This is an optimization exercise on Yosys and OpenROAD, whose aim is small area and a short achievable clock period, not a production implementation.
No functional check of the RTL was part of any run shown here.
Power figures rest on the tool's default switching activity, not on a simulated workload.

File: design/flow/config.mk
export PLATFORM = sky130hd
export DESIGN_NAME = radix_2_butterfly
export DESIGN_NICKNAME = radix_2_butterfly
export VERILOG_FILES = /design/flow/design.v
export SDC_FILE = /design/flow/constraint.sdc
export NUM_CORES = 4
export LEC_CHECK = 0
export CAP_MARGIN = 20
export CORE_MARGIN = 2
export CORE_UTILIZATION = 40
export SETUP_SLACK_MARGIN = 1.4
export SLEW_MARGIN = 20
File: design/flow/constraint.sdc
create_clock -name core_clock -period 3.0 [get_ports {clkIn}]
set_input_delay 0.6000 -clock core_clock [delete_from_list [all_inputs] [get_ports {clkIn}]]
set_output_delay 0.6000 -clock core_clock [all_outputs]
set_load 0.01 [all_outputs]
File: design/flow/design.v
parameter REAL_DATA_WIDTH = 32;
typedef logic[REAL_DATA_WIDTH-1:0] RealDataType;
function automatic RealDataType unpackReal(input RealDataType arg, input int NUM_BITS);
    if (NUM_BITS > REAL_DATA_WIDTH) begin
        $error("Attempted to grab %d bits from %d bit RealDataType", NUM_BITS, REAL_DATA_WIDTH);
    end
    unpackReal = arg >> (REAL_DATA_WIDTH - NUM_BITS);
endfunction
function automatic RealDataType packReal(input RealDataType arg, input int NUM_BITS);
    if (NUM_BITS > REAL_DATA_WIDTH) begin
        $error("Attempted to pack %d bits in %d bit RealDataType", NUM_BITS, REAL_DATA_WIDTH);
    end
    packReal = arg << (REAL_DATA_WIDTH - NUM_BITS);
endfunction
typedef struct packed {
    RealDataType re;
    RealDataType im;
} ComplexType;
typedef logic[2*REAL_DATA_WIDTH-1:0] ComplexLogicType;
function automatic ComplexLogicType complexToLogic(input ComplexType arg);
    complexToLogic = {arg.im, arg.re};
endfunction
function automatic ComplexType logicToComplex(input ComplexLogicType arg);
    logicToComplex = {arg[2*REAL_DATA_WIDTH-1:REAL_DATA_WIDTH], arg[REAL_DATA_WIDTH-1:0]};
endfunction
`timescale 1ns/1ns
module radix_2_butterfly #(
    parameter DATA_WIDTH = 16
) (
    input  logic       clkIn,
    input  logic       rstIn,
    input  logic       enIn,
    input  logic       validIn,
    input  ComplexType dataIn,
    output logic       validOut,
    output ComplexType dataOut
);
    logic       stateR;      
    logic [2:0] validR;
    always_ff @(posedge clkIn) begin
        if (rstIn) begin
            stateR <= 1'b0;
            validR <= 3'b000;
        end else if (enIn) begin
            if (validIn) stateR <= ~stateR;
            validR <= {validR[1:0], validIn};
        end
    end
    logic sumSel;
    assign sumSel = validR[0] & ~stateR;
    logic signed [DATA_WIDTH-1:0] inRe, inIm;
    assign inRe = dataIn[63 -: DATA_WIDTH];
    assign inIm = dataIn[31 -: DATA_WIDTH];
    localparam int AW = DATA_WIDTH + 1;
    function automatic logic [AW-1:0] prefixAdd(input logic [AW-1:0] a,
                                                  input logic [AW-1:0] b,
                                                  input logic cin);
        logic [AW-1:0] p, g, gg, pp, gn, pn;
        p  = a ^ b;
        g  = a & b;
        gg = g;
        pp = p;
        gg[0] = g[0] | (p[0] & cin);
        for (int l = 0; (1 << l) < AW; l++) begin
            gn = gg;
            pn = pp;
            for (int i = 0; i < AW; i++) begin
                if ((i >> l) & 1) begin
                    gn[i] = gg[i] | (pp[i] & gg[((i >> l) << l) - 1]);
                    pn[i] = pp[i] & pp[((i >> l) << l) - 1];
                end
            end
            gg = gn;
            pp = pn;
        end
        prefixAdd = p ^ {gg[AW-2:0], cin};
    endfunction
    logic signed [DATA_WIDTH-1:0] x0ReR, x0ImR, x1ReR, x1ImR;
    logic signed [DATA_WIDTH:0]   outReR, outImR;
    logic [DATA_WIDTH:0] subRe, subIm;
    assign subRe = prefixAdd({1'b0, outReR[DATA_WIDTH:1]}, {1'b0, ~x1ReR}, 1'b1);
    assign subIm = prefixAdd({1'b0, outImR[DATA_WIDTH:1]}, {1'b0, ~x1ImR}, 1'b1);
    always_ff @(posedge clkIn) begin
        if (enIn) begin
            if (stateR) begin
                x1ReR <= inRe;
                x1ImR <= inIm;
            end else begin
                x0ReR <= inRe;
                x0ImR <= inIm;
            end
            if (sumSel) begin
                outReR <= prefixAdd({x0ReR[DATA_WIDTH-1], x0ReR}, {x1ReR[DATA_WIDTH-1], x1ReR}, 1'b0);
                outImR <= prefixAdd({x0ImR[DATA_WIDTH-1], x0ImR}, {x1ImR[DATA_WIDTH-1], x1ImR}, 1'b0);
            end else begin
                outReR <= {subRe[DATA_WIDTH-1:0], outReR[0]};
                outImR <= {subIm[DATA_WIDTH-1:0], outImR[0]};
            end
        end
    end
    assign dataOut.re = {outReR, {(32-DATA_WIDTH-1){1'b0}}};
    assign dataOut.im = {outImR, {(32-DATA_WIDTH-1){1'b0}}};
    assign validOut   = validR[2];
endmodule
File: design/flow/flow/run.sh
#!/bin/bash
set -euo pipefail
bash standard.sh ADDER_MAP_FILE= finish > orfs_flow.log 2>&1
File: design/flow/standard.sh
#!/bin/bash
# synth_recipe.tcl (not shown) runs the flow's synth.tcl, then flattens the netlist and writes it again
# the make line also repeats each setting of config.mk as NAME=value (left out here)
make -C /OpenROAD-flow-scripts/flow DESIGN_CONFIG=/design/flow/config.mk WORK_HOME=/design/flow/orfs CLKGATE_MAP_FILE= SYNTH_SCRIPT=/design/flow/synth_recipe.tcl "${@:-finish}"
==> impl_metrics.json, run 1 <==
{
  "status": "timing/DRC/antenna clean",
  "wl_um": 15800,
  "switching_share_pct": 31.5,
  "clock.fmax_ghz": 0.343,
  "p_leak_nw": 3.65,
  "layout-drive-gt1-share_pct": 38.8,
  "p_seq_share_pct": 34.2,
  "ant_nets": 0,
  "grt-ovfl-total": 0,
  "die-width_um": 130,
  "drt_first_pass_iters": 4,
  "worstSetupPathType": "register to register",
  "pwr-share-clk_pct": 21.5,
  "placed_area_mm2": 0.00749,
  "nets": 862,
  "vias": 5070,
  "rsz0062_at_grt": "yes",
  "clkSinkCount": 102,
  "final_common_cell": "edfxtp_1",
  "wl_per_cell_um": 15.6,
  "placementRows": 46,
  "synth.yosys.seq_area_share_pct": 47.4,
  "grt_pass1_vias": 4951,
  "worstMarginPinSlew_ns": 0.732,
  "synth_area_mm2": 0.00638,
  "htreeDepth": 3,
  "critical_path_required_ns": 3.09,
  "io-pin-count": 133,
  "dieArea_mm2": 0.0170,
  "p_per_area_mw_per_mm2": 623,
  "peakVddDrop_v": 0.000303,
  "drv_cap": 0,
  "async_reset_ff_share_pct": 0,
  "slew-limit-headroom_pct": 50.7,
  "arrival_ns": 3.00,
  "antenna_found_initial": 1,
  "grt_pass1_wl_um": 23300,
  "ys.flop_type": "edfxtp_1",
  "yosysWarnings": 1,
  "slew_violations": 0,
  "yosysUniqueCellTypes": 65,
  "p_sw_mw": 1.85,
  "area_growth_syn_to_layout_pct": 47.3,
  "track_usage_pct": 17.8,
  "setup_viol": 0,
  "skew_ns": 0.0120,
  "drc": 0,
  "numCtsBuffers": 9,
  "crit_fanout": 4,
  "routabilityCongestion": 0.813,
  "clockRootBuffer": "clkbuf_16",
  "fin_util_pct": 59.8,
  "comb_power_share_pct": 44.3,
  "drt_iter0_markers": 257,
  "hold_path.class": "register to register",
  "io_buffer_count": 70,
  "vias_per_cell": 5.00,
  "layout_min_cycle_time_ns": 2.91,
  "hold_viol": 0,
  "placedCellCount": 887,
  "clk_latency_ns": 0.35,
  "min_period_over_period_pct": 97.1,
  "synth_edf_count": 98,
  "initial_core_util_pct": 40.6,
  "most-common-layout-cells": "98 x edfxtp_1, 80 x buf_6, 73 x buf_4",
  "antenna_cells": 0,
  "core_mm2": 0.0157,
  "grt_max_degree": 38,
  "setup.worst_path.end_class": "register",
  "fin_cells": 1015,
  "die_y_um": 130,
  "dp_hpwl_um": 9430,
  "syn-instance-count": 601,
  "cellInternalPower_mw": 4.01,
  "start_kind": "register",
  "ys_seq_elements": 102,
  "syn_area_per_cell_um2": 10.6,
  "clkTransAtPathRegs_ns": 0.07,
  "cts_tree": "built",
  "clock_path_buffers": 2,
  "final_area_mm2": 0.00940
}
==> through the flow <==
| step | TNS, ns | power (mW) | hold WS [ns] | setup WS (ns) |
|---|---|---|---|---|
| 6_report | 0 | 5.86 | 0.508 | 0.0882 |
| 5_1_grt | -0.0340 | 6.17 | 0.543 | -0.0159 |
| 3_5_place_dp | 0 | 3.75 | 0.509 | 0.0416 |
| 4_1_cts | 0 | 5.46 | 0.521 | 0.157 |
| 2_1_floorplan | 0 | 3.20 | 0.460 | 0.214 |
| 3_3_place_gp | 0 | 3.70 | 0.476 | 0.0963 |
==> cells by family (layout without fill, tap and decap cells) <==
group           after synthesis  after routing  share of synthesized area [%]
buf+inv                      80            249                           6.69
simple gates                148            148                           11.6
compound gates              126            126                           13.5
mux                           3              3                          0.471
other cells                   1             30                         0.0588
fa+ha+maj                    29             29                           4.69
flops                       102            102                           47.4
xor+xnor                    112            112                           15.6
==> timing repair <==
item | 4_1_cts | 5_1_grt
hold buffers | 0 | 0
endpoints found under the setup margin | 112 | 58
setup buffers | 78 | 34
pin swaps | 49 | 46
resized for setup | 203 | 107
==> state kept, by name (all words and copies together) (netlist names) <==
name    cells
validR      3
x1ReR      16
outReR     17
outImR     17
x1ImR      16
x0ImR      16
stateR      1
x0ReR      16
==> power groups by stage <==
stage | Clock, mW | Combinational, mW | Sequential [mW]
6_report | 1.26 | 2.59 | 2.01
2_1_floorplan | 0 | 1.11 | 2.09
3_5_place_dp | 0 | 1.68 | 2.07
3_3_place_gp | 0 | 1.64 | 2.06
4_1_cts | 1.28 | 2.19 | 1.99
5_1_grt | 1.34 | 2.80 | 2.03
==> routing by layer <==
layer  global-route usage, %  wire length, um  up-vias
met1                    20.3             6320     2446
li1                        -                -     2462
met4                    6.33              526        2
met2                    32.8             8320      123
met5                       0               14        -
met3                    3.90              634       37
==> worst max-delay path: stages (launching register included) <==
cell       delay, ns
edfxtp_1        0.48
xnor2_2         0.32
nor4_4          0.08
buf_4           0.17
a2111oi_4       0.44
o41ai_2         0.09
buf_4           0.15
a211oi_4        0.28
o21ai_2         0.10
maj3_2          0.34
xnor2_2         0.13
o21ai_1         0.07
==> final cells by class <==
cell class,count,area (um^2)
inverter,30,113
clock inverter,6,86.3
multi-input combinational,448,3770
sequential,102,3020
timing repair buffer,203,1910
fill,1272,6310
tap,216,270
clock buffer,10,229
==> worst paths after layout <==
kind / slack (ns) / depth (start not counted) / start / end
hold reg to reg: 0.51 / 2 / validR[2] / validR[2]
setup reg to reg: 0.09 / 11 / x0ReR[7] / outReR[14]
hold / removal: 0.51 / 2 / validR[2] / validR[2]
setup / recovery: 0.09 / 11 / x0ReR[7] / outReR[14]
==> synth_stat cells (3+ instances only) <==
master | instances | area share, %
a211o_1 | 3 | 0.41
a211oi_1 | 3 | 0.35
a21o_1 | 4 | 0.47
a21oi_1 | 36 | 2.8
a31oi_1 | 9 | 0.88
and2_1 | 10 | 0.98
and3_1 | 6 | 0.59
buf_1 | 3 | 0.18
buf_2 | 5 | 0.39
buf_4 | 30 | 3.5
clkbuf_1 | 11 | 0.65
dfxtp_1 | 4 | 1.3
edfxtp_1 | 98 | 46
inv_1 | 29 | 1.7
maj3_1 | 22 | 3.5
maj3_2 | 7 | 1.2
mux2i_1 | 3 | 0.47
nand2_1 | 38 | 2.2
nand2b_1 | 16 | 1.6
nand3_1 | 9 | 0.71
nor2_1 | 40 | 2.4
nor2b_1 | 13 | 1.3
o211ai_1 | 7 | 0.82
o21ai_0 | 24 | 1.9
o21ai_1 | 9 | 0.71
o31ai_1 | 5 | 0.59
xnor2_1 | 76 | 10
xor2_1 | 34 | 4.7
==> run 2: changes to the inputs <==
==> design/flow/flow/run.sh (replaced) <==
#!/bin/bash
# The standard layout with different knobs: no full/half adder
# extraction before ABC, ABC's delay-driven mapping script, resizing not
# limited to the same cell footprint, and a setup margin for repair_timing.
set -euo pipefail
bash standard.sh ADDER_MAP_FILE= ABC_AREA=1 MATCH_CELL_FOOTPRINT=0 SETUP_SLACK_MARGIN=1.10 finish > orfs_flow.log 2>&1
--- a/design/flow/config.mk
+++ b/design/flow/config.mk
@@ -9,4 +9,3 @@
 export CORE_MARGIN = 2
 export CORE_UTILIZATION = 40
-export SETUP_SLACK_MARGIN = 1.4
 export SLEW_MARGIN = 20
==> run 2 against run 1 <==
  * Routed wire length fell by 11%
  * Fmax rose by 57%
  * Still clean on timing, DRC and antenna
  * Register-to-register slack improved by 1.1 ns
  * Critical path type is now register to output port
  * Non-clock buffer count fell by 109
  * Worst setup slack improved by 1.1 ns
  * First-iteration DRC count rose by 15%
  * Cell area fell by 12%
  * Clock power fell by 3%
==> impl_metrics.json, run 2 <==
{
  "area_growth_syn_to_layout_pct": 25.0,
  "syn_area_per_cell_um2": 7.35,
  "async_reset_ff_share_pct": 0,
  "path_delay_family": "buffers and inverters",
  "worstMarginPinSlew_ns": 0.529,
  "initial_core_util_pct": 41.2,
  "grt-ovfl-total": 0,
  "peakVddDrop_v": 0.000268,
  "num-fill-cells": 1546,
  "nets": 1066,
  "crit_fanout": 3,
  "r2r_end": "outImR[10]",
  "multi_input_area_mm2": 0.00314,
  "critical_path_required_ns": 2.40,
  "clkTransAtPathRegs_ns": 0.06,
  "cts_tree": "built",
  "skew_ns": 0.00697,
  "synth_edf_count": 98,
  "antenna_found_initial": 0,
  "track_usage_pct": 15.9,
  "cpMaxStageDelayCell": "clkdlybuf4s50_1",
  "die-width_um": 132,
  "numCtsBuffers": 9,
  "wl_per_cell_um": 11.6,
  "fin_setup_tns_ns": 0,
  "final-seq-area_mm2": 0.00302,
  "synth_top_area_share_pct": 44.6,
  "synth.yosys.seq_area_share_pct": 45.8,
  "clockRootBuffer": "clkbuf_16",
  "htreeDepth": 3,
  "hold_buffers": 0,
  "grt_pass1_wl_um": 22400,
  "dieArea_mm2": 0.0175,
  "netlist.top_cell.by_area": "edfxtp_1",
  "hold_start": "validR[2]",
  "ant_nets": 0,
  "rsz0062_at_grt": "yes",
  "hold_depth": 2,
  "clkSinkCount": 102,
  "hold_path_end": "validR[2]",
  "p_per_area_mw_per_mm2": 503,
  "setup.worst_path.end_class": "output port",
  "yosysMostFrequentCell": "nand2_1",
  "slowest_delay_ns": 0.54,
  "min_period_over_period_pct": 61.8,
  "setup_viol": 0,
  "placementRows": 46,
  "clk_latency_ns": 0.35,
  "yosysWarnings": 1,
  "fin_cells": 1219,
  "dp_hpwl_um": 9910,
  "rrSetupSlack_ns": 1.18,
  "io-pin-count": 133,
  "r2r_cells": 12,
  "routabilityCongestion": 0.822,
  "vias": 5613,
  "antenna_cells": 0,
  "wl_um": 14100,
  "clock.fmax_ghz": 0.539,
  "drc": 0,
  "final_common_cell": "nand2_1",
  "r2r_start": "x1ImR[5]",
  "slew-limit-headroom_pct": 64.7,
  "yosysUniqueCellTypes": 32,
  "path_cells": "clkdlybuf4s50_1",
  "placedCellCount": 1182,
  "grt_pass1_vias": 4797,
  "synth.area.top_cells": "edfxtp_1 45%, nand2_1 17%, inv_1 8.1%",
  "layout_min_cycle_time_ns": 1.85,
  "ys.flop_type": "edfxtp_1",
  "drt_iter0_markers": 295,
  "hold_viol": 0,
  "syn-instance-count": 897,
  "yosys-top-cells-count": "306 x nand2_1, 142 x inv_1, 98 x edfxtp_1, 92 x nor2_1, 75 x nand3_1",
  "most-common-layout-cells": "288 x nand2_1, 141 x inv_1, 98 x edfxtp_1",
  "vias_per_cell": 4.60,
  "layout-drive-gt1-share_pct": 13.2,
  "grt_max_degree": 37,
  "ys_seq_elements": 102,
  "clock_path_buffers": 2,
  "arrival_ns": 1.25,
  "worstSetupPathType": "register to output port",
  "slew_violations": 0,
  "core_mm2": 0.0160,
  "p_leak_nw": 4.22,
  "die_y_um": 132,
  "top_regs": "outImR (17), outReR (17)",
  "drt_first_pass_iters": 5,
  "io_buffer_count": 70,
  "status": "timing/DRC/antenna clean",
  "critPathBufInv": 1,
  "drv_cap": 0,
  "hold_path.class": "register to register",
  "synth_area_mm2": 0.00659,
  "start_kind": "register"
}
run 2: cell types whose count changed after synthesis, sizes merged, moves of 29 or more:
cell	change
xnor2	-67
nor2	+61
nand2	+281
maj3	-29
inv	+115
nand3	+68
run 2: area by class of cell:
cell class / count / share of cell area (%)
multi-input cells: 646 / 38.1
well taps: 216 / 3.28
repair buffers: 94 / 11.5
inverters: 145 / 6.65
clock buffers: 10 / 2.78
clock inverters: 6 / 0.926
flip-flops and latches: 102 / 36.7
run 2: logic make-up after synthesis:
group / count (synthesis) / synth area share [%]
AND/OR/NAND/NOR: 509 / 32.3
buffers and inverters: 181 / 12.1
flip-flops: 102 / 45.8
AO/OA/AOI/OAI: 84 / 7.08
XOR/XNOR: 20 / 2.66
other: 1 / 0.0569
run 2: worst max-delay path by stage:
stage / startpoint / end / slack (ns) / cells after the start
after floorplan: enIn / x1ImR[0] / 1.34 / 2
after global placement: enIn / x1ImR[15] / 1.06 / 5
after detailed placement: enIn / x1ReR[13] / 1.04 / 5
after CTS: outImR[5] / dataOut[20] / 1.09 / 1
after global routing: x1ReR[6] / outReR[9] / 1.02 / 12
final: outImR[14] / dataOut[29] / 1.15 / 1
run 2: worst min-delay path, stage by stage, from the launching register on:
cell     delay [ns]
dfxtp_1        0.31
nand2_1        0.06
a21oi_1        0.05
run 2: metrics by stage:
step / util (%) / setup WS (ns) / area [um^2] / power [mW] / hold slack [ns]
finish: 51.5 / 1.15 / 8240 / 4.14 / 0.464
global route: 51.5 / 1.02 / 8240 / 4.41 / 0.505
CTS: 49.0 / 1.09 / 7840 / 4.09 / 0.469
detailed placement: 46.7 / 1.04 / 7470 / 2.86 / 0.458
global placement: 46.7 / 1.06 / 7470 / 2.85 / 0.452
floorplan: - / 1.34 / 6710 / 2.54 / 0.434
run 2: per-layer routing:
layer	wire length, um	global-route usage, %
met5	0	0
met4	235	5.56
met3	514	2.77
met2	6750	26.1
met1	6620	21.2
run 2: timing repair:
| item | 4_1_cts | 5_1_grt |
|---|---|---|
| pin swaps | 0 | 18 |
| setup buffers | 3 | 15 |
| endpoints found under the setup margin | 20 | 30 |
| resized for setup | 18 | 76 |
| cloned | 0 | 3 |
run 2: where the power goes:
part	internal, mW	switching (mW)
Combinational	0.466	0.642
Clock	0.722	0.502
Sequential	1.72	0.0885
==> run 3: changes to the inputs <==
==> design/flow/flow/run.sh (replaced) <==
#!/bin/bash
# The standard layout with different knobs: no full/half adder
# extraction before ABC, ABC's delay-driven mapping script, resizing not
# limited to the same cell footprint, and a setup margin for repair_timing.
set -euo pipefail
bash standard.sh ADDER_MAP_FILE= ABC_AREA=1 MATCH_CELL_FOOTPRINT=0 SETUP_SLACK_MARGIN=1.13 finish > orfs_flow.log 2>&1
==> run 3 against run 2 <==
  * Still clean
  * Area after synthesis unchanged
  * Sequential share of layout area down 0.93 points
  * Count of clock-buffer cells in the layout unchanged
  * Cell count up 0.33%
  * Combinational power up 5%
  * Routed wire length up 0.93%
  * Critical path depth unchanged
  * Clock power about the same
  * Critical path type unchanged
  * Critical endpoint is now dataOut[47]
==> impl_metrics.json, run 3 <==
{
  "area_growth_syn_to_layout_pct": 28.2,
  "path_cells": "clkdlybuf4s50_1",
  "io_buffer_count": 70,
  "fin_setup_tns_ns": 0,
  "final-seq-area_mm2": 0.00302,
  "arrival_ns": 1.22,
  "syn-instance-count": 897,
  "placedCellCount": 1182,
  "async_reset_ff_share_pct": 0,
  "yosysWarnings": 1,
  "drt_first_pass_iters": 5,
  "layout-drive-gt1-share_pct": 16.8,
  "slew_violations": 0,
  "ys.flop_type": "edfxtp_1",
  "cellInternalPower_mw": 2.93,
  "final_common_cell": "nand2_1",
  "drt_iter0_markers": 303,
  "status": "timing/DRC/antenna clean",
  "dieArea_mm2": 0.0175,
  "htreeDepth": 3,
  "comb_power_share_pct": 27.7,
  "slew-limit-headroom_pct": 65.3,
  "multi_input_area_mm2": 0.00332,
  "p_sw_mw": 1.27,
  "min_period_over_period_pct": 60.8,
  "clkTransAtPathRegs_ns": 0.07,
  "yosysUniqueCellTypes": 32,
  "most-common-layout-cells": "271 x nand2_1, 140 x inv_1, 98 x edfxtp_1",
  "slowest_delay_ns": 0.53,
  "numCtsBuffers": 9,
  "clockRootBuffer": "clkbuf_16",
  "crit_fanout": 1,
  "rrSetupSlack_ns": 1.19,
  "antenna_cells": 0,
  "synth.area.top_cells": "edfxtp_1 45%, nand2_1 17%, inv_1 8.1%",
  "num-fill-cells": 1537,
  "p_seq_share_pct": 43.2,
  "drv_cap": 0,
  "wl_met3_um": 595,
  "io-pin-count": 133,
  "setup_viol": 0,
  "nets": 1070,
  "hold_viol": 0,
  "wl_per_cell_um": 11.7,
  "rsz0062_at_grt": "yes",
  "pwr-share-clk_pct": 29.1,
  "clock.fmax_ghz": 0.548,
  "switching_share_pct": 30.2,
  "initial_core_util_pct": 41.2,
  "synth_edf_count": 98,
  "peakVddDrop_v": 0.000268,
  "hold_buffers": 0,
  "vias_per_cell": 4.57,
  "dp_hpwl_um": 9910,
  "top_regs": "outImR (17), outReR (17)",
  "worstMarginPinSlew_ns": 0.521,
  "critical_path_required_ns": 2.40,
  "synth_top_area_share_pct": 44.6,
  "clkSinkCount": 102,
  "setup.worst_path.end_class": "output port",
  "ant_nets": 0,
  "antenna_found_initial": 0,
  "vias": 5588,
  "critPathBufInv": 1,
  "placementRows": 46,
  "routabilityCongestion": 0.822,
  "path_delay_family": "buffers and inverters",
  "hold_path.class": "register to register",
  "die-width_um": 132,
  "clock_path_buffers": 2,
  "grt_pass1_wl_um": 22500,
  "yosys-top-cells-count": "306 x nand2_1, 142 x inv_1, 98 x edfxtp_1, 92 x nor2_1, 75 x nand3_1",
  "wl_um": 14300,
  "worstSetupPathType": "register to output port",
  "layout_min_cycle_time_ns": 1.82,
  "fin_cells": 1223,
  "wl_met1_um": 6610,
  "p_leak_nw": 4.33,
  "clk_latency_ns": 0.35,
  "syn_area_per_cell_um2": 7.35,
  "core_mm2": 0.0160,
  "p_per_area_mw_per_mm2": 497,
  "met2_length_um": 6840,
  "cpMaxStageDelayCell": "clkdlybuf4s50_1",
  "start_kind": "register",
  "grt-ovfl-total": 0,
  "synth.yosys.seq_area_share_pct": 45.8,
  "track_usage_pct": 15.9,
  "yosysMostFrequentCell": "nand2_1",
  "dr.max_layer_used": "met4",
  "netlist.top_cell.by_area": "edfxtp_1",
  "die_y_um": 132,
  "grt_max_degree": 37,
  "grt_pass1_vias": 4798,
  "hold_ws_ns": 0.464,
  "synth_area_mm2": 0.00659,
  "ys_seq_elements": 102,
  "skew_ns": 0.00937,
  "cts_tree": "built",
  "drc": 0
}
[run 3: cell counts after synthesis]
No cell type changed its count.
[run 3: kinds of logic after synthesis]
| logic type | count (synthesis) | share of synthesized area, % |
|---|---|---|
| AO/OA/AOI/OAI | 84 | 7.08 |
| AND/OR/NAND/NOR | 509 | 32.3 |
| flip-flops | 102 | 45.8 |
| buffers and inverters | 181 | 12.1 |
| other | 1 | 0.0569 |
| XOR/XNOR | 20 | 2.66 |
[run 3: path summary, 6_finish.rpt]
check	startpoint	to	depth (start not counted)
hold reg to reg	validR[2]	validR[2]	2
setup reg to reg	x1ImR[5]	outImR[10]	12
setup / recovery	outReR[0]	dataOut[47]	1
hold / removal	validR[2]	validR[2]	2
[run 3: per-stage QoR]
stage / setup slack, ns / utilization [%] / power [mW] / cell area, um^2
global route: 1.05 / 52.8 / 4.47 / 8450
finish: 1.18 / 52.8 / 4.20 / 8450
CTS: 1.09 / 49.2 / 4.08 / 7870
floorplan: 1.34 / - / 2.54 / 6710
detailed placement: 1.04 / 46.7 / 2.86 / 7470
global placement: 1.06 / 46.7 / 2.85 / 7470
[run 3: layer usage]
| layer | global-route usage (%) | up-vias |
|---|---|---|
| met1 | 21.3 | 2463 |
| met4 | 5.56 | 0 |
| met5 | 0 | - |
| li1 | - | 3002 |
| met3 | 2.73 | 15 |
| met2 | 26.2 | 108 |
[run 3: final cells by class]
cell class / instances / share of cell area (%)
tap: 216 / 3.20
sequential: 102 / 35.8
clock buffer: 10 / 2.71
multi-input combinational: 646 / 39.3
clock inverter: 6 / 0.903
timing repair buffer: 98 / 11.7
inverter: 145 / 6.48
[run 3: what timing repair did]
item                                    CTS  global route
gates cloned                              0             3
gates resized for setup                  30           117
pin swaps                                 0            33
endpoints found under the setup margin   32            23
setup buffers                             3            19
[run 3: power groups by stage]
stage | sequential [mW] | clock (mW) | combinational (mW)
2_1_floorplan | 1.86 | 0 | 0.680
4_1_cts | 1.81 | 1.26 | 1.02
3_5_place_dp | 1.84 | 0 | 1.02
6_report | 1.81 | 1.22 | 1.17
3_3_place_gp | 1.84 | 0 | 1.00
5_1_grt | 1.83 | 1.33 | 1.32
==> run 4: changes to the inputs <==
--- a/design/flow/design.v
+++ b/design/flow/design.v
@@ -37,4 +37,5 @@
 );
     logic       stateR;      
+    logic       bInvR;       
     logic [2:0] validR;
     always_ff @(posedge clkIn) begin
@@ -47,6 +48,4 @@
         end
     end
-    logic sumSel;
-    assign sumSel = validR[0] & ~stateR;
     logic signed [DATA_WIDTH-1:0] inRe, inIm;
     assign inRe = dataIn[63 -: DATA_WIDTH];
@@ -76,25 +75,23 @@
         prefixAdd = p ^ {gg[AW-2:0], cin};
     endfunction
-    logic signed [DATA_WIDTH-1:0] x0ReR, x0ImR, x1ReR, x1ImR;
+    logic signed [DATA_WIDTH-1:0] x0ReR, x0ImR, aReR, aImR, bReR, bImR;
     logic signed [DATA_WIDTH:0]   outReR, outImR;
-    logic [DATA_WIDTH:0] subRe, subIm;
-    assign subRe = prefixAdd({1'b0, outReR[DATA_WIDTH:1]}, {1'b0, ~x1ReR}, 1'b1);
-    assign subIm = prefixAdd({1'b0, outImR[DATA_WIDTH:1]}, {1'b0, ~x1ImR}, 1'b1);
     always_ff @(posedge clkIn) begin
         if (enIn) begin
             if (stateR) begin
-                x1ReR <= inRe;
-                x1ImR <= inIm;
+                aReR  <= x0ReR;
+                aImR  <= x0ImR;
+                bReR  <= inRe;
+                bImR  <= inIm;
+                bInvR <= 1'b0;
             end else begin
                 x0ReR <= inRe;
                 x0ImR <= inIm;
+                bReR  <= ~bReR;
+                bImR  <= ~bImR;
+                bInvR <= ~bInvR;
             end
-            if (sumSel) begin
-                outReR <= prefixAdd({x0ReR[DATA_WIDTH-1], x0ReR}, {x1ReR[DATA_WIDTH-1], x1ReR}, 1'b0);
-                outImR <= prefixAdd({x0ImR[DATA_WIDTH-1], x0ImR}, {x1ImR[DATA_WIDTH-1], x1ImR}, 1'b0);
-            end else begin
-                outReR <= {subRe[DATA_WIDTH-1:0], outReR[0]};
-                outImR <= {subIm[DATA_WIDTH-1:0], outImR[0]};
-            end
+            outReR <= prefixAdd({aReR[DATA_WIDTH-1], aReR}, {bReR[DATA_WIDTH-1], bReR}, bInvR);
+            outImR <= prefixAdd({aImR[DATA_WIDTH-1], aImR}, {bImR[DATA_WIDTH-1], bImR}, bInvR);
         end
     end
==> design/flow/flow/run.sh (replaced) <==
#!/bin/bash
set -euo pipefail
bash standard.sh ADDER_MAP_FILE= ABC_AREA=1 MATCH_CELL_FOOTPRINT=0 SETUP_SLACK_MARGIN=1.2 finish > orfs_flow.log 2>&1
==> run 4 against run 3 <==
  * Still clean
  * Clock power rose by about 60%
  * Die area fell by 5.7%
  * Synthesized cell count fell by 36%
  * Largest power group unchanged
  * Highest routed layer unchanged
==> impl_metrics.json, run 4 <==
{
  "wl_um": 10800,
  "yosysUniqueCellTypes": 31,
  "critical_path_required_ns": 3.17,
  "ys_seq_elements": 135,
  "grt_pass1_wl_um": 17500,
  "drt_iter0_markers": 182,
  "hold_path.class": "register to register",
  "placementRows": 45,
  "layout_min_cycle_time_ns": 1.71,
  "hold_ws_ns": 0.412,
  "rsz0062_at_grt": "yes",
  "p_per_area_mw_per_mm2": 623,
  "final-seq-area_mm2": 0.00402,
  "synth.area.top_cells": "edfxtp_1 63%, nand2_1 8.2%, nor2_1 3.8%",
  "placedCellCount": 832,
  "vias": 3938,
  "clockRootBuffer": "clkbuf_16",
  "clock.fmax_ghz": 0.585,
  "netlist.top_cell.by_area": "edfxtp_1",
  "peakVddDrop_v": 0.000333,
  "skew_ns": 0.00609,
  "worstMarginPinSlew_ns": 0.574,
  "ant_nets": 0,
  "ys.flop_type": "edfxtp_1",
  "wl_per_cell_um": 12.4,
  "synth_edf_count": 131,
  "setup_viol": 0,
  "p_total_mw": 4.91,
  "htreeDepth": 4,
  "grt_pass1_vias": 3795,
  "initial_core_util_pct": 40.8,
  "layout-drive-gt1-share_pct": 18.2,
  "io_buffer_count": 70,
  "drt_first_pass_iters": 4,
  "fin_setup_tns_ns": 0,
  "top_regs": "outImR (17), outReR (17)",
  "synth_top_area_share_pct": 63.3,
  "start_kind": "register",
  "io-pin-count": 133,
  "clk_latency_ns": 0.42,
  "yosysMostFrequentCell": "nand2_1",
  "yosys-top-cells-count": "136 x nand2_1, 131 x edfxtp_1, 63 x nor2_1, 45 x inv_1, 35 x o21ai_0",
  "yosysWarnings": 1,
  "synth_area_mm2": 0.00621,
  "multi_input_area_mm2": 0.00197,
  "p_leak_nw": 3.54,
  "final_area_mm2": 0.00789,
  "clkSinkCount": 135,
  "cts_tree": "built",
  "dieArea_mm2": 0.0165,
  "clock_path_buffers": 2,
  "async_reset_ff_share_pct": 0,
  "dp_hpwl_um": 7430,
  "worstSetupPathType": "register to register",
  "numCtsBuffers": 17,
  "placed_area_mm2": 0.00705,
  "status": "timing/DRC/antenna clean",
  "syn_area_per_cell_um2": 10.8,
  "final_common_cell": "nand2_1",
  "min_period_over_period_pct": 57.0,
  "die-width_um": 129,
  "setup.worst_path.end_class": "register",
  "antenna_found_initial": 0,
  "nets": 738,
  "most-common-layout-cells": "133 x nand2_1, 131 x edfxtp_1, 48 x nor2_1",
  "fin_cells": 871,
  "routabilityCongestion": 0.785,
  "syn-instance-count": 576,
  "slew-limit-headroom_pct": 61.8,
  "vias_per_cell": 4.52,
  "synth.yosys.seq_area_share_pct": 64.6,
  "clkTransAtPathRegs_ns": 0.06,
  "drv_cap": 0,
  "crit_fanout": 4,
  "grt_max_degree": 45,
  "grt-ovfl-total": 0,
  "antenna_cells": 0,
  "arrival_ns": 1.88,
  "area_growth_syn_to_layout_pct": 27.0,
  "core_mm2": 0.0152,
  "slew_violations": 0,
  "num-fill-cells": 1346,
  "drc": 0,
  "track_usage_pct": 13.9,
  "hold_viol": 0,
  "die_y_um": 129
}
run 4: final cells by class:
type,count,area share [%]
Clock inverter,9,0.952
Tap cell,188,2.98
Inverter,59,2.81
Timing Repair Buffer,83,11.2
Sequential cell,135,50.9
Multi-Input combinational cell,374,25.0
Clock buffer,23,6.19
run 4: path summary, 6_finish.rpt:
kind | startpoint | end | slack [ns] | cells after the start
setup reg to reg | bReR[9] | outReR[14] | 1.29 | 8
hold reg to reg | x0ReR[15] | aReR[15] | 0.41 | 0
hold / removal | x0ReR[15] | aReR[15] | 0.41 | 0
setup / recovery | bReR[9] | outReR[14] | 1.29 | 8
run 4: where the power goes:
group	switching (mW)	internal (mW)	leakage [nW]
Combinational	0.362	0.275	1.97
Clock	0.734	1.22	0.279
Sequential	0.0646	2.26	1.29
run 4: per-layer routing:
layer  GRT usage [%]  up-vias  wire (um)
met3            3.53       17        423
met1            15.7     1795       4540
met4            7.10        0        220
met5               0        -          0
met2            24.3       92       5630
li1                -     2034          -
run 4: timing repair:
item | in CTS | in global routing
hold buffers | 0 | 0
pin swaps | 0 | 6
setup buffers | 0 | 7
setup endpoints to repair | 37 | 16
gates resized for setup | 36 | 34
run 4: cell families (layout without fill, tap and decap cells):
| group | Yosys count | in the layout | share of synthesized area [%] |
|---|---|---|---|
| xor+xnor | 22 | 22 | 3.34 |
| simple gates | 255 | 255 | 18.6 |
| buf+inv | 96 | 174 | 7.62 |
| flops | 135 | 135 | 64.6 |
| compound gates | 67 | 67 | 5.74 |
| other cells | 1 | 30 | 0.0604 |
run 4: critical path, cell delays in order, from the launching register on:
cell      delay [ns]
edfxtp_1        0.42
nor2_1          0.23
nor2_4          0.08
a21oi_2         0.23
o21ai_2         0.12
a21boi_1        0.20
nand2_1         0.08
nand2_1         0.06
nand2_1         0.04
run 4: per-stage QoR:
step	setup WS, ns	utilization (%)
after floorplan	1.20	-
after global placement	0.941	46.4
after detailed placement	0.918	46.4
after CTS	1.22	50.7
after global routing	1.19	51.9
final	1.29	51.9
==> run 5: changes to the inputs <==
==> design/flow/flow/run.sh (replaced) <==
#!/bin/bash
set -euo pipefail
bash standard.sh ADDER_MAP_FILE= ABC_AREA=1 MATCH_CELL_FOOTPRINT=0 SETUP_SLACK_MARGIN=1.2 BUFFER_PORTS_ARGS=-buffer_cell\ sky130_fd_sc_hd__buf_2 finish > orfs_flow.log 2>&1
==> run 5 against run 4 <==
  * Global-route usage is 0.085 points lower
  * Cell count shrank 0.11%
  * First-iteration DRC count up 10%
  * Register-to-register slack about the same
  * Area after synthesis unchanged
  * Hold slack worse by 0.044 ns
  * Combinational power decreased by 9.7%
  * Non-clock buffer count rose by 1
  * Largest cell class unchanged
==> impl_metrics.json, run 5 <==
{
  "r2r_cells": 10,
  "vias_per_cell": 4.57,
  "cts_tree": "built",
  "synth_edf_count": 131,
  "synth.yosys.seq_area_share_pct": 64.6,
  "wl_per_cell_um": 12.5,
  "peakVddDrop_v": 0.000341,
  "p_seq_share_pct": 49.0,
  "layout_setup_ws_ns": 1.30,
  "clkSinkCount": 135,
  "io-pin-count": 133,
  "drt_iter0_markers": 201,
  "worstMarginPinSlew_ns": 0.693,
  "critical_path_required_ns": 3.17,
  "comb_power_share_pct": 12.1,
  "die_y_um": 129,
  "worstSetupPathType": "register to register",
  "yosysUniqueCellTypes": 31,
  "most-common-layout-cells": "133 x nand2_1, 131 x edfxtp_1, 69 x buf_2",
  "rsz0062_at_grt": "yes",
  "p_per_area_mw_per_mm2": 642,
  "grt_max_degree": 40,
  "synth.area.top_cells": "edfxtp_1 63%, nand2_1 8.2%, nor2_1 3.8%",
  "htreeDepth": 4,
  "hold_path.class": "primary input to register",
  "min_period_over_period_pct": 56.6,
  "dp_hpwl_um": 7490,
  "layout_min_cycle_time_ns": 1.70,
  "clock_path_buffers": 2,
  "setup.worst_path.end_class": "register",
  "cellInternalPower_mw": 3.58,
  "crit_fanout": 3,
  "final-seq-area_mm2": 0.00402,
  "num-fill-cells": 1374,
  "dieArea_mm2": 0.0165,
  "p_sw_mw": 1.16,
  "multi_input_area_mm2": 0.00193,
  "p_leak_nw": 3.19,
  "slew_violations": 0,
  "routabilityCongestion": 0.775,
  "clockRootBuffer": "clkbuf_16",
  "r2r_start": "bReR[10]",
  "area_growth_syn_to_layout_pct": 19.0,
  "ys_seq_elements": 135,
  "grt_pass1_wl_um": 17400,
  "layout-drive-gt1-share_pct": 27.3,
  "syn_area_per_cell_um2": 10.8,
  "ys.flop_type": "edfxtp_1",
  "track_usage_pct": 13.8,
  "antenna_found_initial": 0,
  "r2r_end": "outReR[15]",
  "yosysWarnings": 1,
  "crit_start": "bReR[10]",
  "synth_area_mm2": 0.00621,
  "synth_top_area_share_pct": 63.3,
  "netlist.top_cell.by_area": "edfxtp_1",
  "numCtsBuffers": 17,
  "drv_cap": 0,
  "final_common_cell": "nand2_1",
  "status": "timing/DRC/antenna clean",
  "core_mm2": 0.0152,
  "slew-limit-headroom_pct": 53.8,
  "crit_end": "outReR[15]",
  "io_buffer_count": 70,
  "die-width_um": 129,
  "clk_latency_ns": 0.41,
  "switching_share_pct": 24.4,
  "async_reset_ff_share_pct": 0,
  "arrival_ns": 1.87,
  "wl_um": 10900,
  "rrSetupSlack_ns": 1.30,
  "fin_setup_tns_ns": 0,
  "setup_viol": 0,
  "place_ws_ns": 0.981,
  "clkTransAtPathRegs_ns": 0.06,
  "hold_viol": 0,
  "vias": 3977,
  "top_regs": "outImR (17), outReR (17)",
  "clock.fmax_ghz": 0.588,
  "grt_pass1_vias": 3732,
  "antenna_cells": 0,
  "ant_nets": 0,
  "initial_core_util_pct": 40.8,
  "placementRows": 45,
  "syn-instance-count": 576,
  "pwr-share-clk_pct": 38.8,
  "start_kind": "register",
  "yosysMostFrequentCell": "nand2_1",
  "drt_first_pass_iters": 4,
  "grt-ovfl-total": 0,
  "drc": 0,
  "yosys-top-cells-count": "136 x nand2_1, 131 x edfxtp_1, 63 x nor2_1, 45 x inv_1, 35 x o21ai_0",
  "nets": 739,
  "skew_ns": 0.00843
}
-- run 5: power by group through the flow --
stage	sequential (mW)	combinational, mW	clock, mW
6_report	2.33	0.575	1.84
5_1_grt	2.34	0.649	1.97
4_1_cts	2.33	0.543	1.88
3_5_place_dp	2.37	0.541	0
3_3_place_gp	2.36	0.523	0
2_1_floorplan	2.37	0.370	0
-- run 5: per-layer routing --
metal	share of wire, %	GRT usage (%)
met1	43	16.2
met2	51	23.4
met3	4.0	4.07
met4	2.0	6.27
met5	0	0
-- run 5: timing repair --
action,CTS,global route
pin swaps,0,4
buffers inserted,0,8
resized for setup,1,25
setup endpoints to repair,1,16
hold buffers,0,0
-- run 5: worst min-delay path by stage --
stage                           from       end  slack [ns]  cells after the start
after detailed placement   x0ImR[13]  aImR[13]        0.40                      0
after floorplan             x0ImR[0]   aImR[0]        0.40                      0
after CTS                 dataIn[24]  x0ImR[8]        0.35                      1
final                     dataIn[24]  x0ImR[8]        0.37                      1
after global routing      dataIn[24]  x0ImR[8]        0.35                      1
after global placement     x0ReR[15]  aReR[15]        0.40                      0
-- run 5: cell families after synthesis --
logic type      count (synthesis)  share of synthesized area, %
compound gates                 67                          5.74
xor+xnor                       22                          3.34
buf+inv                        96                          7.62
flops                         135                          64.6
other cells                     1                        0.0604
simple gates                  255                          18.6
-- run 5: critical path: stages (launching register included) --
cell	delay, ns
edfxtp_1	0.42
nand2_1	0.11
inv_2	0.04
nor2_1	0.17
nand2_1	0.15
nor2_2	0.16
nand2_1	0.08
nor2_1	0.12
nand2_2	0.07
nand3_1	0.08
nand2_1	0.06
-- run 5: area by class of cell --
cell class	count	area share, %
flip-flops and latches	135	54.3
multi-input cells	374	26.1
repair buffers	84	6.36
clock buffers	18	5.81
well taps	188	3.18
inverters	59	3.00
clock inverters	12	1.20
-- run 5: per-stage QoR --
stage / area (um^2) / std cells / utilization, % / power, mW / hold WS [ns]
after detailed placement: 6720 / 832 / 44.2 / 2.91 / 0.405
after global routing: 7390 / 870 / 48.6 / 4.96 / 0.354
after CTS: 7240 / 862 / 47.6 / 4.75 / 0.350
after global placement: 6720 / 832 / 44.2 / 2.88 / 0.401
after floorplan: 6330 / 605 / - / 2.74 / 0.400
final: 7390 / 870 / 48.6 / 4.74 / 0.368
==> run 6: changes to the inputs <==
==> design/flow/flow/run.sh (replaced) <==
#!/bin/bash
set -euo pipefail
bash standard.sh ADDER_MAP_FILE= ABC_AREA=1 MATCH_CELL_FOOTPRINT=0 SETUP_SLACK_MARGIN=1.4 BUFFER_PORTS_ARGS=-buffer_cell\ sky130_fd_sc_hd__buf_2 finish > orfs_flow.log 2>&1
==> run 6 against run 5 <==
  * Sequential power about the same
  * Sequential share of layout area is 3.6 points lower
  * Clock power increased by 21%
  * Cell count is 2.6% higher
  * Critical path type unchanged
  * Critical path depth stayed put
  * Combinational power rose by 16%
  * Worst setup slack worse by 0.0089 ns
  * Total power rose by 10%
  * Non-clock buffer count increased by 20
  * Hold slack improved by 0.0048 ns
==> impl_metrics.json, run 6 <==
{
  "drc": 0,
  "placementRows": 45,
  "wl_per_cell_um": 12.9,
  "fin_cells": 893,
  "placedCellCount": 830,
  "synth_edf_count": 131,
  "p_total_mw": 5.22,
  "yosys-top-cells-count": "136 x nand2_1, 131 x edfxtp_1, 63 x nor2_1, 45 x inv_1, 35 x o21ai_0",
  "antenna_found_initial": 0,
  "start_kind": "register",
  "syn_area_per_cell_um2": 10.8,
  "critical_path_required_ns": 3.17,
  "vias_per_cell": 4.57,
  "grt-ovfl-total": 0,
  "clkTransAtPathRegs_ns": 0.06,
  "clock.fmax_ghz": 0.585,
  "p_per_area_mw_per_mm2": 659,
  "initial_core_util_pct": 40.8,
  "fin_setup_tns_ns": 0,
  "area_growth_syn_to_layout_pct": 27.6,
  "yosysMostFrequentCell": "nand2_1",
  "dieArea_mm2": 0.0165,
  "layout_min_cycle_time_ns": 1.71,
  "final_area_mm2": 0.00792,
  "num-fill-cells": 1287,
  "slew-limit-headroom_pct": 40.5,
  "die_y_um": 129,
  "grt_pass1_wl_um": 18100,
  "drt_first_pass_iters": 7,
  "syn-instance-count": 576,
  "min_period_over_period_pct": 56.9,
  "worstSetupPathType": "register to register",
  "clk_latency_ns": 0.41,
  "yosysWarnings": 1,
  "setup.worst_path.end_class": "register",
  "yosysUniqueCellTypes": 31,
  "synth_area_mm2": 0.00621,
  "place_ws_ns": 0.962,
  "synth_top_area_share_pct": 63.3,
  "htreeDepth": 4,
  "netlist.top_cell.by_area": "edfxtp_1",
  "wl_um": 11500,
  "hold_ws_ns": 0.373,
  "io_buffer_count": 70,
  "skew_ns": 0.00482,
  "grt_pass1_vias": 3940,
  "drv_cap": 0,
  "final-seq-area_mm2": 0.00402,
  "final_common_cell": "edfxtp_1",
  "track_usage_pct": 14.2,
  "p_leak_nw": 3.43,
  "ant_nets": 0,
  "top_regs": "outImR (17), outReR (17)",
  "worstMarginPinSlew_ns": 0.893,
  "io-pin-count": 133,
  "ys_seq_elements": 135,
  "slew_violations": 0,
  "antenna_cells": 0,
  "clock_path_buffers": 2,
  "cts_tree": "built",
  "fin_util_pct": 52.1,
  "hold_viol": 0,
  "hold_path.class": "primary input to register",
  "grt_max_degree": 68,
  "most-common-layout-cells": "131 x edfxtp_1, 120 x nand2_1, 69 x buf_2",
  "layout_setup_ws_ns": 1.29,
  "async_reset_ff_share_pct": 0,
  "multi_input_area_mm2": 0.00218,
  "ys.flop_type": "edfxtp_1",
  "arrival_ns": 1.88,
  "clockRootBuffer": "clkbuf_16",
  "status": "timing/DRC/antenna clean",
  "routabilityCongestion": 0.785,
  "nets": 760,
  "crit_fanout": 8,
  "core_mm2": 0.0152,
  "die-width_um": 129,
  "numCtsBuffers": 17,
  "layout-drive-gt1-share_pct": 36.7,
  "synth.yosys.seq_area_share_pct": 64.6,
  "placed_area_mm2": 0.00671,
  "drt_iter0_markers": 176,
  "dp_hpwl_um": 7100,
  "synth.area.top_cells": "edfxtp_1 63%, nand2_1 8.2%, nor2_1 3.8%",
  "rsz0062_at_grt": "yes",
  "peakVddDrop_v": 0.000348,
  "clkSinkCount": 135,
  "setup_viol": 0,
  "vias": 4077,
  "hold_buffers": 0
}
-- run 6: cell count changes in the layout (fill, tap and decap cells not counted), moves of 7 or more --
cell / previous run / this run
buf_4: 14 / 32
nand3_1: 16 / 4
nand2_4: 8 / 16
nor2_1: 51 / 36
nor2_2: 11 / 18
nand3_2: 0 / 12
nand2_1: 133 / 120
nor2_4: 6 / 14
-- run 6: cell families (layout without fill, tap and decap cells) --
| kind of cell | after synthesis | in the layout | synth area share, % |
|---|---|---|---|
| DFF | 135 | 135 | 64.6 |
| AOI/OAI and AO/OA | 67 | 67 | 5.74 |
| other | 1 | 30 | 0.0604 |
| and+or+nand+nor | 255 | 255 | 18.6 |
| buffers and inverters | 96 | 196 | 7.62 |
| xor gates and xnor gates | 22 | 22 | 3.34 |
-- run 6: report_power, final --
| part | internal [mW] | total (mW) | switching, mW |
|---|---|---|---|
| registers | 2.26 | 2.33 | 0.0676 |
| clock network | 1.46 | 2.23 | 0.767 |
| logic | 0.262 | 0.666 | 0.404 |
| total | 3.98 | 5.22 | 1.24 |
-- run 6: layout make-up --
class | count | share of cell area, %
Timing Repair Buffer | 104 | 7.93
Multi-Input combinational cell | 374 | 27.5
Timing Repair inverter | 1 | 0.0948
Inverter | 59 | 2.84
Sequential cell | 135 | 50.7
Clock buffer | 17 | 5.37
Tap cell | 188 | 2.97
Clock inverter | 15 | 2.62
-- run 6: worst paths after layout --
kind / startpoint / to / slack [ns] / cells past startpoint
setup / recovery: bImR[5] / outImR[10] / 1.29 / 10
hold / removal: dataIn[24] / x0ImR[8] / 0.37 / 1
setup reg to reg: bImR[5] / outImR[10] / 1.29 / 10
hold reg to reg: x0ReR[13] / aReR[13] / 0.42 / 0
-- run 6: worst max-delay path, stage by stage, from the launching register on --
cell	delay, ns
edfxtp_1	0.46
nand2_2	0.12
inv_2	0.05
nor2_4	0.11
nand2_2	0.08
nor3_4	0.22
nand2_4	0.09
nand2_8	0.13
nand2_2	0.07
nand3_1	0.08
nand2_1	0.06
-- run 6: per-layer routing --
| metal | vias up | part of all wire, % | global-route usage, % |
|---|---|---|---|
| met1 | 1884 | 42 | 16.3 |
| li1 | 2080 | - | - |
| met2 | 88 | 52 | 24.5 |
| met4 | 0 | 2.7 | 7.67 |
| met3 | 25 | 3.4 | 3.70 |
| met5 | - | 0 | 0 |
-- run 6: timing repair --
action,in CTS,in global routing
endpoints found under the setup margin,50,24
cloned,1,0
hold endpoints to repair,0,0
pin swaps,21,29
setup buffers,16,14
resized for setup,44,54
==> run 7: changes to the inputs <==
==> design/flow/flow/run.sh (replaced) <==
#!/bin/bash
set -euo pipefail
bash standard.sh ADDER_MAP_FILE= ABC_AREA=1 MATCH_CELL_FOOTPRINT=0 SETUP_SLACK_MARGIN=1.55 BUFFER_PORTS_ARGS=-buffer_cell\ sky130_fd_sc_hd__buf_2 finish > orfs_flow.log 2>&1
==> run 7 against run 6 <==
  * Still clean
  * Area after synthesis unchanged
  * Count of clock-buffer cells in the layout increased by 11
  * Total power decreased by 4.1%
  * Utilization increased by 0.46 points
  * Combinational power increased by 5.9%
  * Register-to-register slack got worse by 0.03 ns
  * Worst setup slack got worse by 0.025 ns
  * Die area unchanged
  * Sequential cell count unchanged
  * Hold slack improved by 0.0072 ns
  * Critical endpoint is now outReR[8]
==> impl_metrics.json, run 7 <==
{
  "drt_first_pass_iters": 4,
  "netlist.top_cell.by_area": "edfxtp_1",
  "cpMaxStageDelayCell": "edfxtp_1",
  "path_cells": "xnor2_2 -> nor2_1 -> a21oi_2 -> nand2_8 -> buf_6 -> xor2_1",
  "yosysMostFrequentCell": "nand2_1",
  "yosysWarnings": 1,
  "synthAdderAreaFrac_pct": 0,
  "clk_latency_ns": 0.41,
  "ant_nets": 0,
  "critPathBufInv": 1,
  "nets": 765,
  "p_leak_nw": 3.49,
  "synthSimpleGateAreaFrac_pct": 18.6,
  "synth_area_mm2": 0.00621,
  "synth_top_area_share_pct": 63.3,
  "cellInternalPower_mw": 3.83,
  "worstSetupPathType": "register to register",
  "clkSinkCount": 135,
  "htreeDepth": 4,
  "die-width_um": 129,
  "skew_ns": 0.00720,
  "routabilityCongestion": 0.758,
  "switching_share_pct": 23.6,
  "arrival_ns": 1.89,
  "placedCellCount": 830,
  "fin_setup_tns_ns": 0,
  "vias": 4096,
  "slowest_delay_ns": 0.43,
  "synth.area.top_cells": "edfxtp_1 63%, nand2_1 8.2%, nor2_1 3.8%",
  "vias_per_cell": 4.56,
  "slew_violations": 0,
  "setup.worst_path.end_class": "register",
  "numCtsBuffers": 17,
  "track_usage_pct": 13.8,
  "p_sw_mw": 1.18,
  "peakVddDrop_v": 0.000317,
  "clock_path_buffers": 2,
  "path_delay_family": "flip-flops",
  "clkTransAtPathRegs_ns": 0.05,
  "drv_cap": 0,
  "hold_viol": 0,
  "syn_area_per_cell_um2": 10.8,
  "hold_ws_ns": 0.380,
  "drt_iter0_markers": 153,
  "grt-ovfl-total": 0,
  "synth.yosys.seq_area_share_pct": 64.6,
  "ys.flop_type": "edfxtp_1",
  "pwr-share-clk_pct": 39.7,
  "layout_min_cycle_time_ns": 1.73,
  "grt_max_degree": 69,
  "synthMuxAreaShare_pct": 0,
  "comb_power_share_pct": 14.1,
  "io-pin-count": 133,
  "rsz0062_at_grt": "yes",
  "ys_seq_elements": 135,
  "synth_top_family_by_area": "simple AND/OR/NAND/NOR gates",
  "wl_um": 11200,
  "r2r_cells": 6,
  "fin_util_pct": 52.6,
  "async_reset_ff_share_pct": 0,
  "fin_cells": 899,
  "core_mm2": 0.0152,
  "hold_buffers": 0,
  "drc": 0,
  "die_y_um": 129,
  "grt_pass1_vias": 3768,
  "cp_num_cells": 6,
  "io_buffer_count": 70,
  "num-fill-cells": 1321,
  "final_common_cell": "edfxtp_1",
  "critical_path_required_ns": 3.16,
  "hold_depth": 1,
  "wl_per_cell_um": 12.4,
  "syn-instance-count": 576,
  "antenna_found_initial": 1,
  "yosys-top-cells-count": "136 x nand2_1, 131 x edfxtp_1, 63 x nor2_1, 45 x inv_1, 35 x o21ai_0",
  "clockRootBuffer": "clkbuf_16",
  "cts_tree": "built",
  "placementRows": 45,
  "min_period_over_period_pct": 57.8,
  "most-common-layout-cells": "131 x edfxtp_1, 119 x nand2_1, 68 x buf_2",
  "layout-drive-gt1-share_pct": 36.6,
  "grt_pass1_wl_um": 17400,
  "top_regs": "outImR (17), outReR (17)",
  "yosysUniqueCellTypes": 31,
  "synth_compound_area_share_pct": 5.74,
  "synth_edf_count": 131,
  "start_kind": "register",
  "dp_hpwl_um": 7150,
  "setup_viol": 0,
  "clock.fmax_ghz": 0.577,
  "status": "timing/DRC/antenna clean",
  "synth_xor_area_share_pct": 3.34,
  "initial_core_util_pct": 40.8,
  "crit_fanout": 8,
  "p_per_area_mw_per_mm2": 627,
  "p_seq_share_pct": 46.3,
  "area_growth_syn_to_layout_pct": 28.7,
  "hold_path.class": "primary input to register",
  "dieArea_mm2": 0.0165
}
==> run 7: cell types whose count changed in the layout (fill, tap and decap cells not counted), moves of 3 or more <==
cell / delta
nand2_4: +6
clkbuf_1: +8
clkinv_1: -4
bufinv_16: -3
clkinvlp_4: -3
a21oi_2: -4
buf_6: +5
nand2_2: -7
a21oi_1: +3
clkbuf_8: +3
==> run 7: cells by family (layout without fill, tap and decap cells) <==
family          after synthesis  count (layout)
xor+xnor                     22              22
flops                       135             135
buf+inv                      96             201
other cells                   1              31
compound gates               67              67
simple gates                255             255
==> run 7: power groups by stage <==
stage / registers (mW) / clock network [mW] / logic [mW]
final: 2.32 / 1.99 / 0.705
after global routing: 2.33 / 2.11 / 0.781
after CTS: 2.32 / 2.03 / 0.625
after detailed placement: 2.35 / 0 / 0.555
after global placement: 2.35 / 0 / 0.539
after floorplan: 2.37 / 0 / 0.382
==> run 7: worst register-to-register path, cell delays in order (launching register included) <==
cell	delay [ns]
edfxtp_1	0.43
xnor2_2	0.27
nor2_1	0.09
a21oi_2	0.26
nand2_8	0.15
buf_6	0.15
xor2_1	0.13
==> run 7: per-stage QoR <==
stage | worst slack, ns | instance area, um^2 | total power [mW]
after global routing | 1.18 | 7990 | 5.22
after global placement | 1.01 | 6770 | 2.89
final | 1.27 | 7990 | 5.01
after detailed placement | 0.949 | 6770 | 2.91
after floorplan | 1.44 | 6400 | 2.75
after CTS | 1.32 | 7630 | 4.97
==> run 7: final cells by class <==
type / instances / area (um^2) / area share [%]
Tap cell: 188 / 235 / 2.94
Inverter: 59 / 228 / 2.85
Clock inverter: 4 / 70.1 / 0.877
Timing Repair Buffer: 110 / 702 / 8.78
Clock buffer: 28 / 497 / 6.21
Sequential cell: 135 / 4020 / 50.3
Multi-Input combinational cell: 374 / 2240 / 28.1
Antenna cell: 1 / 2.50 / 0.0313
==> run 7: metal layers <==
metal	share of wire (%)	global-route usage [%]
met1	41	15.2
met2	53	24.9
met3	4.1	4.20
met4	2.1	5.56
met5	0	0
==> run 7: path summary, 6_finish.rpt <==
path	start	end	slack, ns
worst max-delay path	aReR[7]	outReR[8]	1.27
worst min-delay path	dataIn[50]	x0ReR[2]	0.38
worst max register to register	aReR[7]	outReR[8]	1.27
worst min register to register	x0ImR[15]	aImR[15]	0.41
==> run 7: timing repair <==
item                                    4_1_cts  5_1_grt
cloned                                        0        0
resized for setup                            44       58
buffers inserted                             19       17
endpoints found under the setup margin      159      156
hold endpoints to repair                      0        0
pin swaps                                    13       33
==> run 8: changes to the inputs <==
==> design/flow/flow/run.sh (replaced) <==
#!/bin/bash
set -euo pipefail
bash standard.sh ADDER_MAP_FILE= ABC_AREA=1 MATCH_CELL_FOOTPRINT=0 SETUP_SLACK_MARGIN=1.25 BUFFER_PORTS_ARGS=-buffer_cell\ sky130_fd_sc_hd__buf_2 CTS_CLUSTER_SIZE=40 CTS_BUF_LIST=sky130_fd_sc_hd__clkbuf_8 finish > orfs_flow.log 2>&1
==> run 8 against run 7 <==
  * Critical path depth is the same
  * Clock power is 35% lower
  * Sequential power hardly changed
  * Utilization fell by 3.9 points
  * Via count is 0.90% lower
  * Combinational power shrank 12%
  * Routed wire length decreased by 0.36%
  * Cell area decreased by 7.4%
  * Non-clock buffer count fell by 18
  * Sequential share of layout area rose by 4.0 points
==> impl_metrics.json, run 8 <==
{
  "yosys-top-cells-count": "136 x nand2_1, 131 x edfxtp_1, 63 x nor2_1, 45 x inv_1, 35 x o21ai_0",
  "grt-ovfl-total": 0,
  "hold_viol": 0,
  "rsz0062_at_grt": "yes",
  "async_reset_ff_share_pct": 0,
  "grt_pass1_vias": 3720,
  "path_cells": "xnor2_4 -> nor2_2 -> a21oi_4 -> nand2_8 -> buf_4 -> xor2_1",
  "path_delay_family": "flip-flops",
  "start_kind": "register",
  "layout_setup_ws_ns": 1.29,
  "dieArea_mm2": 0.0165,
  "slowest_delay_ns": 0.49,
  "syn-instance-count": 576,
  "ys.flop_type": "edfxtp_1",
  "synth.yosys.seq_area_share_pct": 64.6,
  "place_ws_ns": 0.981,
  "grt_max_degree": 40,
  "yosysUniqueCellTypes": 31,
  "drv_cap": 0,
  "dp_hpwl_um": 7490,
  "drt_iter0_markers": 187,
  "yosysWarnings": 1,
  "slew_violations": 0,
  "cellInternalPower_mw": 3.11,
  "antenna_cells": 0,
  "pwr-share-clk_pct": 30.5,
  "core_mm2": 0.0152,
  "vias": 4059,
  "worstSetupPathType": "register to register",
  "hold_ws_ns": 0.350,
  "antenna_found_initial": 0,
  "nets": 747,
  "cts_tree": "built",
  "ys_seq_elements": 135,
  "r2r_cells": 6,
  "clkSinkCount": 135,
  "placementRows": 45,
  "synth_top_area_share_pct": 63.3,
  "placed_area_mm2": 0.00672,
  "wl_per_cell_um": 12.7,
  "yosysMostFrequentCell": "nand2_1",
  "cp_num_cells": 6,
  "setup.worst_path.end_class": "register",
  "vias_per_cell": 4.62,
  "critPathBufInv": 1,
  "final_common_cell": "edfxtp_1",
  "numCtsBuffers": 17,
  "drt_first_pass_iters": 4,
  "syn_area_per_cell_um2": 10.8,
  "p_sw_mw": 1.11,
  "layout-drive-gt1-share_pct": 32.2,
  "ant_nets": 0,
  "peakVddDrop_v": 0.000217,
  "worstMarginPinSlew_ns": 0.569,
  "skew_ns": 0.00862,
  "grt_use_met2_pct": 23.0,
  "die-width_um": 129,
  "p_leak_nw": 3.21,
  "io_buffer_count": 70,
  "use_met1_pct": 16.1,
  "clockRootBuffer": "clkbuf_8",
  "synth_edf_count": 131,
  "io-pin-count": 133,
  "die_y_um": 129,
  "hold_path.class": "primary input to register",
  "clkTransAtPathRegs_ns": 0.07,
  "p_per_area_mw_per_mm2": 571,
  "drc": 0,
  "clk_latency_ns": 0.43,
  "comb_power_share_pct": 14.6,
  "crit_fanout": 8,
  "routabilityCongestion": 0.775,
  "hold_depth": 1,
  "layout_min_cycle_time_ns": 1.71,
  "area_growth_syn_to_layout_pct": 19.2,
  "gr-usage-met3_pct": 3.83,
  "arrival_ns": 1.89,
  "synth_area_mm2": 0.00621,
  "track_usage_pct": 13.6,
  "netlist.top_cell.by_area": "edfxtp_1",
  "busiest_layer": "met2",
  "cpMaxStageDelayCell": "edfxtp_1",
  "most-common-layout-cells": "131 x edfxtp_1, 128 x nand2_1, 69 x buf_2",
  "switching_share_pct": 26.4,
  "setup_viol": 0,
  "clock_path_buffers": 2,
  "grt_pass1_wl_um": 17200,
  "top_regs": "outImR (17), outReR (17)",
  "fin_util_pct": 48.7,
  "clock.fmax_ghz": 0.586,
  "min_period_over_period_pct": 56.8,
  "synth.area.top_cells": "edfxtp_1 63%, nand2_1 8.2%, nor2_1 3.8%",
  "htreeDepth": 4,
  "fin_setup_tns_ns": 0,
  "p_seq_share_pct": 54.9,
  "initial_core_util_pct": 40.8,
  "wl_um": 11100,
  "hold_buffers": 0,
  "final_area_mm2": 0.00740,
  "slew-limit-headroom_pct": 62.0,
  "status": "timing/DRC/antenna clean",
  "critical_path_required_ns": 3.18
}
-- run 8: cell count changes in the layout (fill, tap and decap cells not counted), moves of 8 or more --
cell	delta
nand2_1	+9
buf_4	-11
nand3_1	+8
clkbuf_8	+14
clkbuf_1	-8
clkbuf_16	-17
nand2_4	-9
-- run 8: path summary, 6_finish.rpt --
path	startpoint	to	slack, ns
max	bReR[7]	outReR[8]	1.29
min	dataIn[24]	x0ImR[8]	0.35
max reg2reg	bReR[7]	outReR[8]	1.29
min reg2reg	x0ReR[14]	aReR[14]	0.42
-- run 8: kinds of logic after synthesis --
| logic type | count (synthesis) | share of synthesized area [%] |
|---|---|---|
| other | 1 | 0.0604 |
| buffers and inverters | 96 | 7.62 |
| AND/OR/NAND/NOR | 255 | 18.6 |
| AO/OA/AOI/OAI | 67 | 5.74 |
| flip-flops | 135 | 64.6 |
| XOR/XNOR | 22 | 3.34 |
-- run 8: metal layers --
layer  share of wire, %  vias to the layer above
li1                   -                     2050
met1                 42                     1906
met2                 52                       90
met3                4.3                       13
met4                1.8                        0
met5                  0                        -
-- run 8: through the flow --
stage | cells | power, mW
after CTS | 862 | 4.19
after floorplan | 605 | 2.74
after global placement | 832 | 2.88
after global routing | 878 | 4.43
after detailed placement | 832 | 2.91
final | 878 | 4.23
-- run 8: final cells by class --
cell class | instances | area, um^2
fillers | 1383 | 7800
flip-flops and latches | 135 | 4020
multi-input cells | 374 | 2070
repair buffers | 92 | 531
well taps | 188 | 235
clock buffers | 17 | 234
inverters | 59 | 221
clock inverters | 13 | 92.6
-- run 8: power groups by stage --
stage / clock, mW / combinational, mW / sequential (mW)
6_report: 1.29 / 0.617 / 2.32
5_1_grt: 1.40 / 0.690 / 2.34
4_1_cts: 1.33 / 0.544 / 2.32
3_5_place_dp: 0 / 0.541 / 2.37
3_3_place_gp: 0 / 0.523 / 2.36
2_1_floorplan: 0 / 0.370 / 2.37
-- run 8: repair_timing --
item                                    CTS  global route
hold endpoints to repair                  0             0
setup buffers                             0            16
resized for setup                         3            61
pin swaps                                 0             8
endpoints found under the setup margin    3            36

-- what the ideal ports hide --
Ports are ideal in the flow. The routed layouts listed here were re-timed in OpenROAD.
Step 1 sets driving cells, clkbuf_16 on the clock port and buf_2 on the other inputs (assumed; they add their load-dependent delay and slew).
Step 2 moves the port delays by t, midway between the first and last clock arrival at a register: inputs arrive t later, outputs are due t later. That takes back most of the time a late clock gives input paths.
Three values: ideal ports, drivers, drivers and shift; two values: the first two.
run | t (ns) | slack for setup (ns) | worst slew at a driven data input, ns | pins driven straight from the clock port
run 1 | 0.389 | 0.088 / 0.088 / 0.088 | 0.07 | 1
run 2 | 0.389 | 1.145 / 1.106 / 1.068 | 0.05 | 1
run 3 | 0.389 | 1.176 / 1.135 / 1.072 | 0.06 | 1
run 4 | 0.455 | 1.291 / 1.291 / 0.975 | 0.05 | 1
run 5 | 0.450 | 1.301 / 1.301 / 1.016 | 0.05 | 1
run 6 | 0.450 | 1.292 / 1.292 / 1.089 | 0.05 | 1
run 7 | 0.448 | 1.266 / 1.266 / 1.210 | 0.07 | 1
run 8 | 0.462 | 1.295 / 1.295 / 1.022 | 0.06 | 1
After both steps setup and hold are still met in every run listed. The setup slack of run 4, which loses most, moves by 0.000 ns with the drivers and by -0.316 ns with both steps.
